This design comes from an exercise in tuning for small area on the open sky130 flow, not from production work.
Function was checked by simulation only, so behaviour that the tests miss may differ from the original.

`flow/design.v`:
```
`timescale 1ns / 1ps
module FIR(
    input clk,
    input reset,
    input enable_fir,
    input signed [15:0] fir_data_in,
    output reg signed [31:0] fir_data_out 
    );
    reg signed [15:0] buff0, buff1, buff2, buff3, buff4, buff5, buff6, buff7, buff8, buff9, buff10, buff11, buff12, buff13, buff14;
    wire signed [15:0] tap0, tap1, tap2, tap3, tap4, tap5, tap6, tap7, tap8, tap9, tap10, tap11, tap12, tap13, tap14; 
    reg signed [31:0] acc0, acc1, acc2, acc3, acc4, acc5, acc6, acc7, acc8, acc9, acc10, acc11, acc12, acc13, acc14; 
    assign tap0 = 16'hfe64;
    assign tap1 = 16'hfc8a; 
    assign tap2 = 16'hfc04; 
    assign tap3 = 16'hff93; 
    assign tap4 = 16'h0883; 
    assign tap5 = 16'h14ef; 
    assign tap6 = 16'h1ff7; 
    assign tap7 = 16'h2463; 
    assign tap8 = 16'h1ff7; 
    assign tap9 = 16'h14ef;
    assign tap10 = 16'h0883; 
    assign tap11 = 16'hff93; 
    assign tap12 = 16'hfc04; 
    assign tap13 = 16'hfc8a; 
    assign tap14 = 16'hfe64;
	always @ (posedge clk)
        begin
            if(enable_fir == 1'b1)
                begin
                    buff0 <= fir_data_in;
                    acc0 <= tap0 * buff0;
                    buff1 <= buff0;  
                    acc1 <= tap1 * buff1;
                    buff2 <= buff1; 
                    acc2 <= tap2 * buff2;
                    buff3 <= buff2;     
                    acc3 <= tap3 * buff3;
                    buff4 <= buff3;  
                    acc4 <= tap4 * buff4;
                    buff5 <= buff4; 
                    acc5 <= tap5 * buff5;
                    buff6 <= buff5;  
                    acc6 <= tap6 * buff6;
                    buff7 <= buff6; 
                    acc7 <= tap7 * buff7;
                    buff8 <= buff7;  
                    acc8 <= tap8 * buff8;
                    buff9 <= buff8;     
                    acc9 <= tap9 * buff9;
                    buff10 <= buff9;   
                    acc10 <= tap10 * buff10;
                    buff11 <= buff10;    
                    acc11 <= tap11 * buff11;
                    buff12 <= buff11;    
                    acc12 <= tap12 * buff12;
                    buff13 <= buff12;  
                    acc13 <= tap13 * buff13;  
                    buff14 <= buff13;  
                    acc14 <= tap14 * buff14;  
                end
        end   
    always @ (posedge clk) 
        begin
            if (enable_fir == 1'b1)
                begin
                    fir_data_out <= acc0 + acc1 + acc2 + acc3 + acc4 + acc5 + acc6 + acc7 + acc8 + acc9 + acc10 + acc11 + acc12 + acc13 + acc14;
                end
        end 
endmodule
`timescale 1 ns / 1 ps
module AXIS_FIR_v1_0_S_AXIS #
    (
        parameter integer C_S_AXIS_TDATA_WIDTH	= 16
    )
    (
        input wire [3:0] s_axis_tkeep,
        output reg enable_fir,
        output reg [C_S_AXIS_TDATA_WIDTH-1 : 0] fir_data_in,
        input wire  S_AXIS_ACLK,
        input wire  S_AXIS_ARESETN,
        output wire  S_AXIS_TREADY,
        input wire [C_S_AXIS_TDATA_WIDTH-1 : 0] S_AXIS_TDATA,
        input wire [(C_S_AXIS_TDATA_WIDTH/8)-1 : 0] S_AXIS_TSTRB,
        input wire  S_AXIS_TLAST,
        input wire  S_AXIS_TVALID
    );
    function integer clogb2 (input integer bit_depth);
        begin
            for(clogb2=0; bit_depth>0; clogb2=clogb2+1)
                bit_depth = bit_depth >> 1;
        end
    endfunction
    localparam NUMBER_OF_INPUT_WORDS  = 8;
    localparam bit_num  = clogb2(NUMBER_OF_INPUT_WORDS-1);
    parameter [1:0] IDLE        = 1'b0,  
                    WRITE_FIFO  = 1'b1;  
    reg axis_tready;
    reg mst_exec_state; 
    genvar byte_index;   
    wire fifo_wren;
    reg fifo_full_flag;
    reg [bit_num-1:0] write_pointer;
    reg writes_done;
    assign S_AXIS_TREADY = axis_tready;
    always @ (posedge S_AXIS_ACLK) 
        begin  
            if (!S_AXIS_ARESETN) 
                begin
                  mst_exec_state <= IDLE;
                  axis_tready <= 1'b0;
                end  
            else
                case (mst_exec_state)
                    IDLE: 
                        if (S_AXIS_TVALID)
                            begin
                                mst_exec_state <= WRITE_FIFO;
                                axis_tready <= 1'b1;  
                            end
                        else
                            begin
                                mst_exec_state <= IDLE;
                                axis_tready <= 1'b0;  
                            end
                    WRITE_FIFO: 
                        if (writes_done)
                            begin
                                mst_exec_state <= IDLE;
                            end
                        else
                            begin
                                mst_exec_state <= WRITE_FIFO;
                            end
                endcase
        end
    always@(posedge S_AXIS_ACLK)
        begin
            if(!S_AXIS_ARESETN)
                begin
                    write_pointer <= 0;
                    writes_done <= 1'b0;
                end  
            else
                if (write_pointer <= NUMBER_OF_INPUT_WORDS-1)
                    begin
                        if (fifo_wren)
                            begin
                                write_pointer <= write_pointer + 1;
                                writes_done <= 1'b0;
                            end
                        if ((write_pointer == NUMBER_OF_INPUT_WORDS-1)|| S_AXIS_TLAST)
                            begin
                                writes_done <= 1'b1;
                            end
                    end  
        end
    assign fifo_wren = S_AXIS_TVALID && axis_tready;
    generate 
        for (byte_index=0; byte_index<= (C_S_AXIS_TDATA_WIDTH/8-1); byte_index=byte_index+1)
            begin:FIFO_GEN
                reg  [(C_S_AXIS_TDATA_WIDTH/4)-1:0] stream_data_fifo [0 : NUMBER_OF_INPUT_WORDS-1];
                always @ (posedge S_AXIS_ACLK)
                    begin
                        if (fifo_wren) 
                            begin
                                stream_data_fifo[write_pointer] <= S_AXIS_TDATA[(byte_index*8+7) -: 8];
                            end  
                    end  
            end		
    endgenerate
    always @ (posedge S_AXIS_ACLK)
        begin  
            if (!S_AXIS_ARESETN)
                begin 
                    enable_fir <= 1'b0;
                    fir_data_in <= 16'd0;
                end
            else if (fifo_wren)
                begin
                    enable_fir <= 1'b1;
                    fir_data_in <= S_AXIS_TDATA;
                end
            else 
                begin 
                    enable_fir <= enable_fir;
                    fir_data_in <= fir_data_in;
                end
        end  
endmodule
`timescale 1ns / 1ps
module AXIS_FIR_v1_0_M_AXIS #
    (
        parameter integer C_M_AXIS_TDATA_WIDTH	= 32,
        parameter integer C_M_START_COUNT	= 32
    )
	(
        output reg [3:0] m_axis_tkeep,
        input wire enable_fir,
        input wire [C_M_AXIS_TDATA_WIDTH-1 : 0] fir_data_out,
        input wire  M_AXIS_ACLK,
        input wire  M_AXIS_ARESETN,
        output wire  M_AXIS_TVALID,
        output wire [C_M_AXIS_TDATA_WIDTH-1 : 0] M_AXIS_TDATA,
        output wire [(C_M_AXIS_TDATA_WIDTH/8)-1 : 0] M_AXIS_TSTRB,
        output wire  M_AXIS_TLAST,
        input wire  M_AXIS_TREADY 
	);
	localparam NUMBER_OF_OUTPUT_WORDS = 8;                                               
	function integer clogb2 (input integer bit_depth);                                   
        begin                                                                              
            for(clogb2=0; bit_depth>0; clogb2=clogb2+1)                                      
                bit_depth = bit_depth >> 1;                                                    
        end                                                                                
	endfunction                                                                          
	localparam integer WAIT_COUNT_BITS = clogb2(C_M_START_COUNT-1);                      
	localparam bit_num  = clogb2(NUMBER_OF_OUTPUT_WORDS);                                
	parameter [1:0] IDLE          = 2'b00,  
	                INIT_COUNTER  = 2'b01,  
	                SEND_STREAM   = 2'b10;  
	reg [1:0] mst_exec_state;  
	reg [bit_num-1:0] read_pointer;                                                      
	reg [WAIT_COUNT_BITS-1 : 0] count;
	wire axis_tvalid;
	reg axis_tvalid_delay;
	wire axis_tlast;
	reg axis_tlast_delay;
	reg [C_M_AXIS_TDATA_WIDTH-1 : 0] stream_data_out;
	wire tx_en;
	reg tx_done;
	assign M_AXIS_TVALID = axis_tvalid_delay;
	assign M_AXIS_TDATA	 = stream_data_out;
	assign M_AXIS_TLAST	 = axis_tlast_delay;
	assign M_AXIS_TSTRB	 = {(C_M_AXIS_TDATA_WIDTH/8){1'b1}};
    always @(posedge M_AXIS_ACLK)                                             
        begin                                                                     
            if (!M_AXIS_ARESETN)                                                    
                begin                                                                 
                    mst_exec_state <= IDLE;                                             
                    count    <= 0;                                                      
                end                                                                   
            else                                                                    
                case (mst_exec_state)                                                 
                    IDLE:                                                               
                                mst_exec_state <= INIT_COUNTER;                              
                    INIT_COUNTER:                                                       
                        if (count == C_M_START_COUNT - 1)                               
                            begin                                                           
                                mst_exec_state <= SEND_STREAM;                               
                            end                                                             
                        else                                                              
                            begin                                                           
                                count <= count + 1;                                           
                                mst_exec_state <= INIT_COUNTER;                              
                            end                                                             
                    SEND_STREAM:                                                        
                        if (tx_done)                                                      
                            begin                                                           
                                mst_exec_state <= INIT_COUNTER;
                                count <= 0;                                     
                            end                                                             
                        else                                                              
                            begin                                                           
                                mst_exec_state <= SEND_STREAM;                                
                            end                                                             
                endcase                                                               
        end                                                                       
    assign axis_tvalid = (mst_exec_state != IDLE);
	assign axis_tlast = (read_pointer == NUMBER_OF_OUTPUT_WORDS-1);                                
    always @(posedge M_AXIS_ACLK)                                                                  
        begin                                                                                          
            if (!M_AXIS_ARESETN)                                                                         
                begin                                                                                      
                    axis_tvalid_delay <= 1'b0;                                                               
                    axis_tlast_delay <= 1'b0;                                                                
                end                                                                                        
            else                                                                                         
                begin                                                                                      
                    axis_tvalid_delay <= axis_tvalid;                                                        
                    axis_tlast_delay <= axis_tlast;                                                          
                end                                                                                        
        end                                                                                            
    always@(posedge M_AXIS_ACLK)                                               
        begin                                                                            
            if(!M_AXIS_ARESETN)                                                            
                begin                                                                        
                    read_pointer <= 0;                                                         
                    tx_done <= 1'b0;                                                           
                end                                                                          
            else                                                                           
            if (read_pointer <= NUMBER_OF_OUTPUT_WORDS-1)                                
                begin                                                                      
                    if (tx_en)                                                               
                        begin                                                                  
                            read_pointer <= read_pointer + 1;                                    
                            tx_done <= 1'b0;                                                     
                        end                                                                    
                end                                                                        
            else if (read_pointer == NUMBER_OF_OUTPUT_WORDS)                             
                begin                                                                      
                    tx_done <= 1'b1;   
                    read_pointer <= 0;  
                end                                                                        
        end                                                                              
	assign tx_en = M_AXIS_TREADY && axis_tvalid;   
    always @( posedge M_AXIS_ACLK )                  
        begin                                            
            if(!M_AXIS_ARESETN)                            
                begin                                        
                    stream_data_out <= 1;                      
                end                                          
            else if (tx_en) 
                begin                                        
                    stream_data_out <= fir_data_out;  
                end                                          
        end                                              
    always @ (posedge M_AXIS_ACLK)
        begin
            if (enable_fir == 1'b1 && M_AXIS_ARESETN == 1'b1)
                begin
                    m_axis_tkeep <= 4'hf;
                end
            else
                begin
                    m_axis_tkeep <= 4'h0;
                end
        end    
endmodule
`timescale 1 ns / 1 ps
module AXIS_FIR_v1_0 # 
    (
        parameter integer C_S_AXIS_TDATA_WIDTH	= 16,
        parameter integer C_M_AXIS_TDATA_WIDTH	= 32,
        parameter integer C_M_AXIS_START_COUNT	= 32
    )
    (
        input wire [3:0] s_axis_tkeep,
        output wire [3:0] m_axis_tkeep,
        input wire  s_axis_aclk,
        input wire  s_axis_aresetn,
        output wire  s_axis_tready,
        input wire [C_S_AXIS_TDATA_WIDTH-1 : 0] s_axis_tdata,
        input wire [(C_S_AXIS_TDATA_WIDTH/8)-1 : 0] s_axis_tstrb,
        input wire  s_axis_tlast,
        input wire  s_axis_tvalid,
        input wire  m_axis_aclk,
        input wire  m_axis_aresetn,
        output wire  m_axis_tvalid,
        output wire [C_M_AXIS_TDATA_WIDTH-1 : 0] m_axis_tdata,
        output wire [(C_M_AXIS_TDATA_WIDTH/8)-1 : 0] m_axis_tstrb,
        output wire  m_axis_tlast,
        input wire  m_axis_tready
    );
    wire [C_S_AXIS_TDATA_WIDTH-1 : 0] fir_data_in;
    wire [C_M_AXIS_TDATA_WIDTH-1 : 0] fir_data_out;
    wire enable_fir;
    AXIS_FIR_v1_0_S_AXIS # ( 
        .C_S_AXIS_TDATA_WIDTH(C_S_AXIS_TDATA_WIDTH)
    ) AXIS_FIR_v1_0_S_AXIS_inst (
        .s_axis_tkeep(s_axis_tkeep),
        .enable_fir(enable_fir),
        .fir_data_in(fir_data_in),
        .S_AXIS_ACLK(s_axis_aclk),
        .S_AXIS_ARESETN(s_axis_aresetn),
        .S_AXIS_TREADY(s_axis_tready),
        .S_AXIS_TDATA(s_axis_tdata),
        .S_AXIS_TSTRB(s_axis_tstrb),
        .S_AXIS_TLAST(s_axis_tlast),
        .S_AXIS_TVALID(s_axis_tvalid)
    );
    AXIS_FIR_v1_0_M_AXIS # ( 
        .C_M_AXIS_TDATA_WIDTH(C_M_AXIS_TDATA_WIDTH),
        .C_M_START_COUNT(C_M_AXIS_START_COUNT)
    ) AXIS_FIR_v1_0_M_AXIS_inst (
        .m_axis_tkeep(m_axis_tkeep),
        .enable_fir(enable_fir),
        .fir_data_out(fir_data_out),
        .M_AXIS_ACLK(s_axis_aclk),
        .M_AXIS_ARESETN(s_axis_aresetn),
        .M_AXIS_TVALID(m_axis_tvalid),
        .M_AXIS_TDATA(m_axis_tdata),
        .M_AXIS_TSTRB(m_axis_tstrb),
        .M_AXIS_TLAST(m_axis_tlast),
        .M_AXIS_TREADY(m_axis_tready)
    );
    FIR LPF_FIR_inst (
        .clk(s_axis_aclk),
        .reset(s_axis_aresetn),
        .enable_fir(enable_fir),
        .fir_data_in(fir_data_in),  
        .fir_data_out(fir_data_out)  
    );
endmodule
```
`flow/run.sh`:
```
#!/bin/bash
# synth_recipe.tcl (not shown) runs the flow's synth.tcl, then flattens the netlist and writes it again
# the make line also repeats each setting of config.mk as NAME=value (left out here)
make -C /OpenROAD-flow-scripts/flow DESIGN_CONFIG=/design/flow/config.mk WORK_HOME=/design/flow/orfs CLKGATE_MAP_FILE= SYNTH_SCRIPT=/design/flow/synth_recipe.tcl finish
```
`flow/config.mk`:
```
export PLATFORM = sky130hd
export DESIGN_NAME = AXIS_FIR_v1_0
export DESIGN_NICKNAME = AXIS_FIR_v1_0
export VERILOG_FILES = /design/flow/design.v
export SDC_FILE = /design/flow/constraint.sdc
export NUM_CORES = 4
export LEC_CHECK = 0
export CAP_MARGIN = 20
export CORE_MARGIN = 2
export CORE_UTILIZATION = 40
export SLEW_MARGIN = 20
```
`flow/constraint.sdc`:
```
create_clock -name core_clock -period 8.0 [get_ports {s_axis_aclk}]
set_input_delay 1.6000 -clock core_clock [delete_from_list [all_inputs] [get_ports {s_axis_aclk}]]
set_output_delay 1.6000 -clock core_clock [all_outputs]
set_load 0.01 [all_outputs]
```
==> metrics.cfg <==
[global_routing]
number_of_global_route_vias_before_repair=52500
antenna_violations_before_repair=2
total_routing_usage_reported_by_global_routing_pct=18.6
grt_first_pass_wirelength_um=297000
grt_start_max_net_pins=162
overflow=0

[synth]
yosys.cell_types.count=77
yosys-mux-area-fraction_pct=0.535
yosysSeqAreaShare_pct=25.7
synthDominantCellAreaShare_pct=28.1
ys_seq_elements=717
synth_top_family_by_area=adder cells
synth_enable_flop_cells=647
synth-compound-area-share_pct=6.88
synth_area_per_cell_sq_um=11.0
yosysTopAreaCell=sky130_fd_sc_hd__fa_1
mappedNetlistArea_sq_um=81100
netlist_instances=7357
ys.flop_type=sky130_fd_sc_hd__edfxtp_1
synth_xor_xnor_area_share_pct=4.58
synth_simple_gate_area_share_pct=4.79
synth-async-reset-ratio_pct=0
yosys-top-cells-area=sky130_fd_sc_hd__fa_1 28%, sky130_fd_sc_hd__edfxtp_1 24%, sky130_fd_sc_hd__ha_1 20%, sky130_fd_sc_hd__inv_1 9.4%, sky130_fd_sc_hd__xnor2_1 3.6%
yosys_warnings=3
synthAdderAreaFrac_pct=47.9

[worst_setup_path]
crit_required_ns=8.44
critical_path_arrival_ns=7.71
worstSetupPathType=reg2reg
crit_path_top_delay_cell=sky130_fd_sc_hd__edfxtp_1
crit_path_cell_trace=fa_1, inv_1, fa_1, fa_1, inv_1, fa_1, fa_1, inv_1, fa_1, inv_1, ha_1, nand3_1, a2111oi_0, a22oi_1, o21ai_1, nand4_1, a2111o_1, nor2b_1, o31a_1, xnor2_1
timing.critical_path.mode_cell=sky130_fd_sc_hd__fa_1
critical_path.max_stage_delay_ns=0.78
r2r_slack_ns=0.73
critical_path.endpoint_type=flop
worstSetupStartpointType=flop
critical_path.top_delay_family=adder cells
critPathBufInv=4
critical_path.max_fanout=10

[sta]
achievable-frequency_mhz=138
final.setup.worst_slack_ns=0.734
final_critical_period_ns=7.27
setup_total_negative_slack_ns=0
finalCritPeriodShare_pct=90.8
final_report_hold_violation_count=0
worst_slew_pin_slew_ns=1.04
relative_slew_slack_pct=30.8
setup_violations=0
hold-worst-slack_ns=0.430
grt_setup_unrepaired=false
finClkSkew_ns=0.0658
slew_viol_final=0

[worst_hold_path]
hold_path.class=reg2reg

[floorplanning]
core.rowCount=165
top_level_ports=72
core_region_area_sq_um=202000
chipWidth_um=454
die-height_um=454
initial_util_pct=40.2
floorplan.die_area_sq_um=206000

[cts]
clkLatencyLatePin_ns=0.72
clk_pin_slew_worst_paths_ns=0.06
post_cts.repair.setup_buffers=0
postCtsResizedCells=0
htree_levels=3
clock_root_buffer=sky130_fd_sc_hd__clkbuf_16
cts_hold_buffers=0
tritoncts=built
numCtsBuffers=90
cts.sink_count=717
ctsLongestPathBuffers=3

[placement]
hpwl_um=156000
place_worst_setup_slack_ns=0.872
io_buffers=59
routability_congestion_estimate=0.920

[drt]
detailedRoute.firstPassIterationCount=6
drt-total-wl_um=187000
route.vias.total=49800
starting_drc_count_in_detailed_routing=3006
drt-wirelength-per-cell_um=18.3
drtAntennaViolNets=0
number_of_vias_per_cell_after_detailed_routing=4.86
drt_drc_violations_left=0

[cells_and_area]
layout.nets=9947
drive_above_1_share_pct=3.01
most-common-layout-cells=2,026 x sky130_fd_sc_hd__inv_1, 1,288 x sky130_fd_sc_hd__ha_1, 1,137 x sky130_fd_sc_hd__fa_1
postLayoutCoreUtil_pct=43.7
mostFrequentLayoutCell=sky130_fd_sc_hd__inv_1
layout.filler_cells=18900
area_growth_syn_to_layout_pct=8.85

[run]
max_cap_violations=0

[run_status]
status=complete, no violations

-- flip-flops by register name, summed over array words and instances (netlist names), 21 cells and up --
register / flops
LPF_FIR_inst.acc3: 24
LPF_FIR_inst.acc7: 31
LPF_FIR_inst.acc1: 24
LPF_FIR_inst.acc11: 24
LPF_FIR_inst.fir_data_out: 32
LPF_FIR_inst.acc0: 21
LPF_FIR_inst.acc5: 30
LPF_FIR_inst.acc13: 24
LPF_FIR_inst.acc9: 30
LPF_FIR_inst.acc6: 30
LPF_FIR_inst.acc4: 29
LPF_FIR_inst.acc14: 24
LPF_FIR_inst.acc8: 30
AXIS_FIR_v1_0_M_AXIS_inst.stream_data_out: 32
LPF_FIR_inst.acc10: 29
-- per-layer routing --
layer,track usage (%),part of all wire (%),wire (um)
met1,26.1,47,87500
met2,30.7,47,87900
met3,2.28,3.9,7270
met4,4.49,2.4,4430
met5,0,0,0
-- final cells by class --
cell class,count,area [sq um],share of cell area [%]
Antenna cell,1,2.50,0.00283
Clock buffer,106,2340,2.65
Clock inverter,64,845,0.956
Inverter,2026,7600,8.61
Multi-Input combinational cell,4573,52500,59.5
Sequential cell,717,20800,23.6
Tap cell,2672,3340,3.79
Timing Repair Buffer,85,821,0.930
-- Yosys cell counts (23+ instances only) --
| cell type | n |
|---|---|
| sky130_fd_sc_hd__a211oi_1 | 31 |
| sky130_fd_sc_hd__a21boi_0 | 69 |
| sky130_fd_sc_hd__a21o_1 | 80 |
| sky130_fd_sc_hd__a21oi_1 | 249 |
| sky130_fd_sc_hd__a31oi_1 | 26 |
| sky130_fd_sc_hd__and3_1 | 24 |
| sky130_fd_sc_hd__clkbuf_1 | 35 |
| sky130_fd_sc_hd__dfxtp_1 | 70 |
| sky130_fd_sc_hd__edfxtp_1 | 647 |
| sky130_fd_sc_hd__fa_1 | 1137 |
| sky130_fd_sc_hd__ha_1 | 1288 |
| sky130_fd_sc_hd__inv_1 | 2026 |
| sky130_fd_sc_hd__nand2_1 | 239 |
| sky130_fd_sc_hd__nand2b_1 | 40 |
| sky130_fd_sc_hd__nand3_1 | 59 |
| sky130_fd_sc_hd__nand4_1 | 27 |
| sky130_fd_sc_hd__nor2_1 | 218 |
| sky130_fd_sc_hd__nor2b_1 | 49 |
| sky130_fd_sc_hd__nor3_1 | 59 |
| sky130_fd_sc_hd__o21a_1 | 40 |
| sky130_fd_sc_hd__o21ai_0 | 174 |
| sky130_fd_sc_hd__o21bai_1 | 46 |
| sky130_fd_sc_hd__or3_1 | 23 |
| sky130_fd_sc_hd__xnor2_1 | 334 |
| sky130_fd_sc_hd__xor2_1 | 90 |
-- worst reg2reg max path, cell delays in order (launching register included) --
cell and delay (ns):
sky130_fd_sc_hd__edfxtp_1 0.78, sky130_fd_sc_hd__fa_1 0.54, sky130_fd_sc_hd__inv_1 0.13, sky130_fd_sc_hd__fa_1 0.46, sky130_fd_sc_hd__fa_1 0.54, sky130_fd_sc_hd__inv_1 0.05
sky130_fd_sc_hd__fa_1 0.45, sky130_fd_sc_hd__fa_1 0.49, sky130_fd_sc_hd__inv_1 0.05, sky130_fd_sc_hd__fa_1 0.50, sky130_fd_sc_hd__inv_1 0.05, sky130_fd_sc_hd__ha_1 0.40
sky130_fd_sc_hd__nand3_1 0.17, sky130_fd_sc_hd__a2111oi_0 0.55, sky130_fd_sc_hd__a22oi_1 0.26, sky130_fd_sc_hd__o21ai_1 0.35, sky130_fd_sc_hd__nand4_1 0.22, sky130_fd_sc_hd__a2111o_1 0.42
sky130_fd_sc_hd__nor2b_1 0.16, sky130_fd_sc_hd__o31a_1 0.29, sky130_fd_sc_hd__xnor2_1 0.13
-- logic make-up after synthesis --
logic type,after synthesis
and+or+nand+nor,815
other,1
adders and majority gates,2425
AOI/OAI and AO/OA,864
xor gates and xnor gates,424
muxes,41
buffers and inverters,2070
DFF,717
-- worst paths after layout --
path	endpoint	start	depth (start not counted)
min	LPF_FIR_inst.buff0[1]	AXIS_FIR_v1_0_S_AXIS_inst.fir_data_in[1]	0
max	LPF_FIR_inst.acc6[30]	LPF_FIR_inst.buff6[7]	20
min reg2reg	LPF_FIR_inst.buff0[1]	AXIS_FIR_v1_0_S_AXIS_inst.fir_data_in[1]	0
max reg2reg	LPF_FIR_inst.acc6[30]	LPF_FIR_inst.buff6[7]	20
-- per-stage QoR --
stage / cells / area, sq um
3_3_place_gp: 10100 / 85100
4_1_cts: 10200 / 88300
5_1_grt: 10200 / 88300
6_report: 10200 / 88300
2_1_floorplan: 7360 / 81100
3_5_place_dp: 10100 / 85100

[separate check: timing with driven ports]
In the flow no input, the clock included, has a driving cell. The finished layout below was timed again as built, in two steps.
Step 1 sets driving cells, clkbuf_16 on the clock port and buf_2 on the other inputs (assumed; they add their load-dependent delay and slew).
Step 2 times the ports against the registers' clock, not the clock port: input delays grow and output delays shrink by t, the midpoint of the rising clock arrivals with the driver on.
a / b / c = ideal / step 1 / step 2; a / b = the first two.
shift t [ns]: 0.774
setup slack, ns: 0.734 / 0.734 / 0.734
hold slack, ns: 0.430 / 0.430 / 0.430
clock arrival spread, ns: 0.080 / 0.080
After both steps this run still meets setup and hold. The setup slack of this run moves by 0.000 ns with the drivers and by 0.000 ns with both steps.
